What follows belongs to an exercise in optimizing a design on an open flow for small area; a production flow would make more cautious choices. In this exercise RTL edits were held to simulation tests only and were not proved equivalent to the original. Power is estimated from default activity; no workload was simulated.

==> flow/design.v <==
module Top_FIFO_UART(
    input  wire clk,
    input  wire rst,
    output wire tx,
    input  wire rx
    );
    reg [63:0] ring;
    reg [5:0]  q;         
    reg [7:0]  d;         
    reg [3:0]  k;         
    reg [2:0]  n;         
    reg        txm;       
    reg        dph;       
    reg        b0, b1;    
    reg        tx_r;
    wire       tap  = ring[63];
    wire [3:0] kp1  = k + 4'd1;
    wire       idle = k[3] & ~k[0];
    wire       win  = ~k[3] & ~d[7];                    
    wire       hitb = (q == {2'b00, kp1});
    wire       bnd  = ~idle & hitb & d[7] & d[5] & d[1];    
    wire       go   = idle & (q == 6'd63) & (txm | ~rx);
    wire       last = bnd & (k == 4'd7);                
    wire is0  = ~b0 & ~b1;
    wire is1  =  b0 & ~b1;
    wire is2  = ~b0 &  b1;
    wire full = (n == 3'd7);
    wire nz   = (n != 3'd0);
    wire ins   = ~txm & dph & win & (q == {n, k[2:0]}) & (is2 | (is0 & ~full));
    wire chain = last & ~txm & (dph ? is2 : is1);       
    wire adv   = last & txm & nz;                       
    always @(posedge clk)
        ring <= {ring[62:0], ins ? rx : tap};
    always @(posedge clk) begin
        if (rst)
            q <= 6'd0;
        else
            q <= q + (adv ? 6'd9 : 6'd17);
    end
    always @(posedge clk) begin
        if (go | bnd)
            d <= 8'd0;
        else if (hitb)
            d <= d + 8'd1;
    end
    always @(posedge clk) begin
        if (rst)
            k <= 4'd8;
        else if (go)
            k <= 4'd15;
        else if (bnd)
            k <= kp1;
    end
    always @(posedge clk) begin
        if (~txm & ~dph & win) begin
            if (k == 4'd0) b0 <= rx;
            if (k == 4'd1) b1 <= rx;
            if (k[2] | k[1])
                if (rx != (k == 4'd4 || k == 4'd5)) begin
                    b0 <= 1'b1;
                    b1 <= 1'b1;
                end
        end
    end
    always @(posedge clk) begin
        if (rst) begin
            txm  <= 1'b0;
            dph  <= 1'b0;
            n    <= 3'd0;
            tx_r <= 1'b1;
        end else if (go) begin
            if (txm)
                tx_r <= 1'b0;                   
        end else if (last) begin
            if (txm) begin
                txm  <= 1'b0;
                tx_r <= 1'b1;                   
                if (nz) begin
                    if (b0) n <= n - 3'd1;      
                end else if (b1)
                    n <= 3'd1;                  
            end else begin
                if (dph & is0 & ~full)
                    n <= n + 3'd1;
                txm <= chain;
                dph <= ~dph & ~is1;
            end
        end else if (bnd & txm)
            tx_r <= tap & nz;
    end
    assign tx = tx_r;
endmodule
export LEC_CHECK = 0
export CAP_MARGIN = 20
export CORE_MARGIN = 2
export CORE_UTILIZATION = 70
export SLEW_MARGIN = 20
create_clock -name core_clock -period 10.0 [get_ports {clk}]
standard.sh (not shown) runs the stock make flow with config.mk's settings and CLKGATE_MAP_FILE= SYNTH_SCRIPT=/design/flow/synth_recipe.tcl, a recipe that flattens the netlist after the stock synthesis.
==> flow/flow/run.sh <==
#!/bin/bash
set -euo pipefail
H=$(pwd)
MY_ABC_SCRIPT=$H/flow/area.abc make -C "$FLOW_HOME" DESIGN_CONFIG=$H/config.mk WORK_HOME=$H/orfs \
  CLKGATE_MAP_FILE= SYNTH_SCRIPT=$H/flow/synth.tcl ADDER_MAP_FILE= synth > $H/synth.log 2>&1
bash standard.sh \
  "CTS_ARGS=-sink_clustering_enable -repair_clock_nets -dont_use_dummy_load -buf_list sky130_fd_sc_hd__clkbuf_16 -sink_clustering_size 50 -sink_clustering_max_diameter 300" \
  "BUFFER_PORTS_ARGS=-buffer_cell sky130_fd_sc_hd__buf_1" \
  finish > $H/layout.log 2>&1
==> flow/flow/area.abc <==
strash
&get -n
&fraig -x
&put
dc2
strash
&get -n
&dch -f
&nf -R 1000
&put
==> flow/flow/synth.tcl <==
proc synth {args} { yosys synth -nofsm -noshare {*}$args }
proc abc {args} {
  set i [lsearch -exact $args -script]
  if { $i >= 0 && [info exists ::env(MY_ABC_SCRIPT)] } {
    set args [lreplace $args [expr {$i+1}] [expr {$i+1}] $::env(MY_ABC_SCRIPT)]
  }
  yosys abc {*}$args
}
source $::env(SCRIPTS_DIR)/synth.tcl
# left out here: clear keep_hierarchy, flatten, clean up, hide names made inside functions, write 1_2_yosys.v
The starting point finished clean.
Next try:
==> flow/run.sh (new file) <==
#!/bin/bash
# synth_recipe.tcl (not shown) runs the flow's synth.tcl, then flattens the netlist and writes it again
# the make line also repeats each setting of config.mk as NAME=value (left out here)
make -C /OpenROAD-flow-scripts/flow DESIGN_CONFIG=/design/flow/config.mk WORK_HOME=/design/flow/orfs CLKGATE_MAP_FILE= SYNTH_SCRIPT=/design/flow/synth_recipe.tcl finish
- ABC_AREA: default -> 1
- CORE_UTILIZATION: 70 -> 40
removed: flow/flow/run.sh
removed: flow/flow/area.abc
removed: flow/flow/synth.tcl
removed: flow/standard.sh
After rerunning: The new run completed without violations. Total power falls by about 2.7%. Utilization drops by 37 points. Wire length falls by 7.4%. Register-to-register slack improved by 0.89 ns. Non-clock buffer count stays the same. Synthesized area is higher by about 20%. Worst setup slack gets better by 0.58 ns. Die area increases by about 100%. Count of clock-buffer cells in the layout goes up by 1. Maximum frequency climbs by about 18%. Synthesized cell count went up by about 50%.
Next try:
- ABC_AREA: 1 -> default
Effect: Register-to-register slack got worse by 0.29 ns; maximum frequency went down by 6.3%; combinational power rose by about 30%; setup slack degrades by 0.22 ns; design area went down by 1.9%; clock skew drops by 0.0050 ns; global-route usage shrinks by 0.84 points; via count came out lower by 13%; die area went down by 0.91%.

## afterwards: timing with drivers on the ports
Ports are ideal in the flow. The routed layouts listed here were re-timed in OpenROAD. Step 1: set_driving_cell puts a clkbuf_16 on clk and a buf_2 on each other input, an assumption about the parent block. Step 2 moves the port delays by t, midway between the first and last clock arrival at a register: inputs arrive t later, outputs are due t later. That takes back most of the time a late clock gives input paths. Slacks: ideal / step 1 / step 2; pairs: ideal / step 1.
run | t (ns) | setup WS [ns] | hold WS [ns] | worst data-port slew with drivers (ns) | pins driven straight from the clock port
the first run | 0.358 | 6.169 / 6.169 / 6.169 | 0.311 / 0.311 / 0.311 | 0.03 | 1
the second run | 0.370 | 6.751 / 6.721 / 6.548 | 0.327 / 0.327 / 0.327 | 0.03 | 1
the third run | 0.379 | 6.533 / 6.542 / 6.163 | 0.331 / 0.331 / 0.331 | 0.03 | 1
After both steps setup and hold are still met in every run listed. For the third run, which loses most, drivers alone change the setup slack by +0.009 ns; drivers and shift together by -0.370 ns.
